From an optimization exercise on the open Yosys and OpenROAD flow, aimed at small area, a short achievable clock period and few clock cycles; shortcuts taken in it are not production practice. RTL that was checked went through simulation tests only; none was proved equivalent to the original. Power and IR drop assume default switching activity.

==> module muldiv, before the edit <==
module muldiv#(parameter DATA_WIDTH = 32)
(
    input                         clk_i,
    input                         rst_i,
    input                         stall_i,
    input  [DATA_WIDTH-1 : 0]     a_i,
    input  [DATA_WIDTH-1 : 0]     b_i,
    input                         req_i,
    input  [ 2 : 0]               operation_sel_i,
    output reg [DATA_WIDTH-1 : 0] muldiv_result_o,
    output reg                    ready_o
);
localparam S_IDLE  = 2'b00,
           S_CALC  = 2'b01,
           S_SETUP = 2'b10,
           S_DONE  = 2'b11;
reg [1 : 0] S;
wire op_div    = operation_sel_i[2];
wire signed_a  = (operation_sel_i == 3'b001) | (operation_sel_i == 3'b010) |
                 (operation_sel_i == 3'b100) | (operation_sel_i == 3'b110);
wire signed_b  = (operation_sel_i == 3'b001) |
                 (operation_sel_i == 3'b100) | (operation_sel_i == 3'b110);
wire neg_a     = a_i[31] & signed_a;
wire neg_b     = b_i[31] & signed_b;
wire a_zero    = (a_i == 32'b0);
wire b_zero    = (b_i == 32'b0);
wire [31:0] abs_a = neg_a ? (~a_i + 32'd1) : a_i;
wire [31:0] abs_b = neg_b ? (~b_i + 32'd1) : b_i;
reg  [2:0]  op_r;
reg         neg_a_r, neg_b_r;
reg  [32:0] X;
reg  [31:0] Y;
reg  [32:0] Z;
reg  [3:0]  cnt;               
wire [39:0] pp   = Z[31:0] * Y[7:0];
wire [39:0] msum = {8'b0, X[31:0]} + pp;
function [5:0] clz32;
    input [31:0] v;
    integer k;
    begin
        clz32 = 6'd32;
        for (k = 0; k < 32; k = k + 1)
            if (v[k]) clz32 = 6'd31 - k;
    end
endfunction
wire [5:0]  clz_a   = clz32(X[31:0]);
wire [5:0]  clz_b   = clz32(Z[31:0]);
wire        a_lt_b  = (X[31:0] < Z[31:0]);
wire [4:0]  sh      = clz_b[4:0] - clz_a[4:0];    
wire [4:0]  sh_even = sh | 5'd1;
wire [32:0] d_init  = {1'b0, Z[31:0]} << (sh + {4'b0, ~sh[0]});
wire [33:0] t1   = {1'b0, X} - {1'b0, Z};
wire        q1   = ~t1[33];
wire [32:0] r1   = q1 ? t1[32:0] : X;
wire [32:0] d1   = {1'b0, Z[32:1]};
wire [33:0] t2   = {1'b0, r1} - {1'b0, d1};
wire        q2   = ~t2[33];
wire [32:0] r2   = q2 ? t2[32:0] : r1;
always @(posedge clk_i)
begin
    if (rst_i)
        S <= S_IDLE;
    else
        S <= S_nxt;
end
always @(posedge clk_i)
begin
    case (S)
        S_IDLE:
            if (req_i) begin
                op_r    <= operation_sel_i;
                neg_a_r <= neg_a & ~b_zero;
                neg_b_r <= neg_b & ~b_zero;
                cnt     <= 4'd3;
                if (a_zero | b_zero) begin
                    X <= {1'b0, (b_zero & op_div) ? a_i : 32'b0};
                    Y <= (b_zero & op_div) ? 32'hFFFF_FFFF : 32'b0;
                end else if (op_div) begin
                    X <= {1'b0, abs_a};
                    Y <= 32'b0;
                    Z <= {1'b0, abs_b};
                end else begin
                    X <= 33'b0;
                    Y <= abs_b;
                    Z <= {1'b0, abs_a};
                end
            end
        S_SETUP: begin
            Z   <= d_init;
            cnt <= sh_even[4:1];
        end
        S_CALC: begin
            cnt <= cnt - 4'd1;
            if (op_r[2]) begin
                X <= r2;
                Z <= {2'b0, Z[32:2]};
                Y <= {Y[29:0], q1, q2};
            end else begin
                X <= {1'b0, msum[39:8]};
                Y <= {msum[7:0], Y[31:8]};
            end
        end
        default: ;
    endcase
end
wire        y_zero = (Y == 32'b0);
wire [31:0] x_neg  = ~X[31:0] + {31'b0, (op_r[2] | y_zero)};
wire [31:0] y_neg  = ~Y + 32'd1;
wire        neg_ab = neg_a_r ^ neg_b_r;
always @(*)
begin
    case (op_r)
        3'b000:         muldiv_result_o = Y;
        3'b001, 3'b010,
        3'b011:         muldiv_result_o = neg_ab ? x_neg : X[31:0];
        3'b100, 3'b101: muldiv_result_o = neg_ab ? y_neg : Y;
        default:        muldiv_result_o = neg_a_r ? x_neg : X[31:0];
    endcase
end
reg [1:0] S_nxt;
always @(*)
begin
    S_nxt = S;
    case (S)
        S_IDLE:  if (req_i) S_nxt = (a_zero | b_zero) ? S_DONE : (op_div ? S_SETUP : S_CALC);
        S_SETUP: S_nxt = a_lt_b ? S_DONE : S_CALC;
        S_CALC:  if (cnt == 4'd0) S_nxt = S_DONE;
        S_DONE:  if (!stall_i) S_nxt = S_IDLE;
    endcase
end
always @(posedge clk_i)
begin
    if (rst_i)
        ready_o <= 0;
    else
        ready_o <= (S == S_DONE) | (S_nxt == S_DONE);
end
endmodule    
==> flow/config.mk <==
export PLATFORM = sky130hd
export DESIGN_NAME = core_top
export DESIGN_NICKNAME = core_top
export VERILOG_FILES = /design/flow/design.v
export SDC_FILE = /design/flow/constraint.sdc
export NUM_CORES = 8
export LEC_CHECK = 0
export CAP_MARGIN = 20
export CORE_MARGIN = 2
export CORE_UTILIZATION = 40
export SLEW_MARGIN = 20
==> flow/constraint.sdc <==
create_clock -name core_clock -period 20.0 [get_ports {clk_i}]
set_input_delay 4.0000 -clock core_clock [delete_from_list [all_inputs] [get_ports {clk_i}]]
set_output_delay 4.0000 -clock core_clock [all_outputs]
set_load 0.01 [all_outputs]
run.sh (not shown) runs the stock make flow with config.mk's settings and CLKGATE_MAP_FILE= SYNTH_SCRIPT=/design/flow/synth_recipe.tcl, a recipe that flattens the netlist after the stock synthesis.
Testbench counts at the start, summed over its fixed seeds: cycles 52,429.
==> next run, changes <==
--- a/flow/design.v
+++ b/flow/design.v
@@ -3223,9 +3223,14 @@
 begin
     if (rst_i)
         S <= S_IDLE;
     else
-        S <= S_nxt;
+        case (S)
+            S_IDLE:  if (req_i) S <= (a_zero | b_zero) ? S_DONE : (op_div ? S_SETUP : S_CALC);
+            S_SETUP: S <= a_lt_b ? S_DONE : S_CALC;
+            S_CALC:  if (cnt == 4'd0) S <= S_DONE;
+            S_DONE:  if (!stall_i) S <= S_IDLE;
+        endcase
 end
 always @(posedge clk_i)
 begin
     case (S)
@@ -3279,25 +3284,14 @@
         3'b100, 3'b101: muldiv_result_o = neg_ab ? y_neg : Y;
         default:        muldiv_result_o = neg_a_r ? x_neg : X[31:0];
     endcase
 end
-reg [1:0] S_nxt;
-always @(*)
-begin
-    S_nxt = S;
-    case (S)
-        S_IDLE:  if (req_i) S_nxt = (a_zero | b_zero) ? S_DONE : (op_div ? S_SETUP : S_CALC);
-        S_SETUP: S_nxt = a_lt_b ? S_DONE : S_CALC;
-        S_CALC:  if (cnt == 4'd0) S_nxt = S_DONE;
-        S_DONE:  if (!stall_i) S_nxt = S_IDLE;
-    endcase
-end
 always @(posedge clk_i)
 begin
-    if (rst_i)
-        ready_o <= 0;
+    if (S == S_DONE)
+        ready_o <= 1;
     else
-        ready_o <= (S == S_DONE) | (S_nxt == S_DONE);
+        ready_o <= 0;
 end
 endmodule    
 `timescale 1ns / 1ps
 module pipeline_control(
Result: The new run finished clean. Total power falls by 9.6%. Non-clock buffer count rises by 25. Routed wire length rises by about 1.3%. Core utilization rises by 0.21 points. Via count rises by about 0.55%. Combinational power falls by about 30%. Setup slack loses 0.24 ns. Final area hardly moves. Hold slack gains 0.027 ns. Die area hardly moves. Global-route usage rises by 0.64 points. Flip-flop and latch count does not change. Clock skew falls by 0.058 ns. Area after synthesis is about the same.
The RTL of the second run of this note was laid out without a check of its function.

what the ideal ports hide:
In the flow no input, the clock included, has a driving cell. The finished layouts below were timed again as built, in two steps. Step 1: set_driving_cell puts a clkbuf_16 on clk_i and a buf_2 on each other input, an assumption about the parent block. Step 2 times the ports against the registers' clock, not the clock port: input delays grow and output delays shrink by t, the midpoint of the rising clock arrivals with the driver on. Slacks: ideal / step 1 / step 2; pairs: ideal / step 1.
run	t, ns	setup WS [ns]	worst register clock-pin slew, ns	pins driven straight from the clock port
the first run	1.178	8.975 / 8.975 / 8.694	0.07 / 0.07	1
the second run	1.181	8.732 / 8.732 / 8.732	0.07 / 0.07	1
After both steps every run listed still meets setup and hold. For the first run, which loses most, drivers alone change the setup slack by 0.000 ns; drivers and shift together by -0.281 ns.
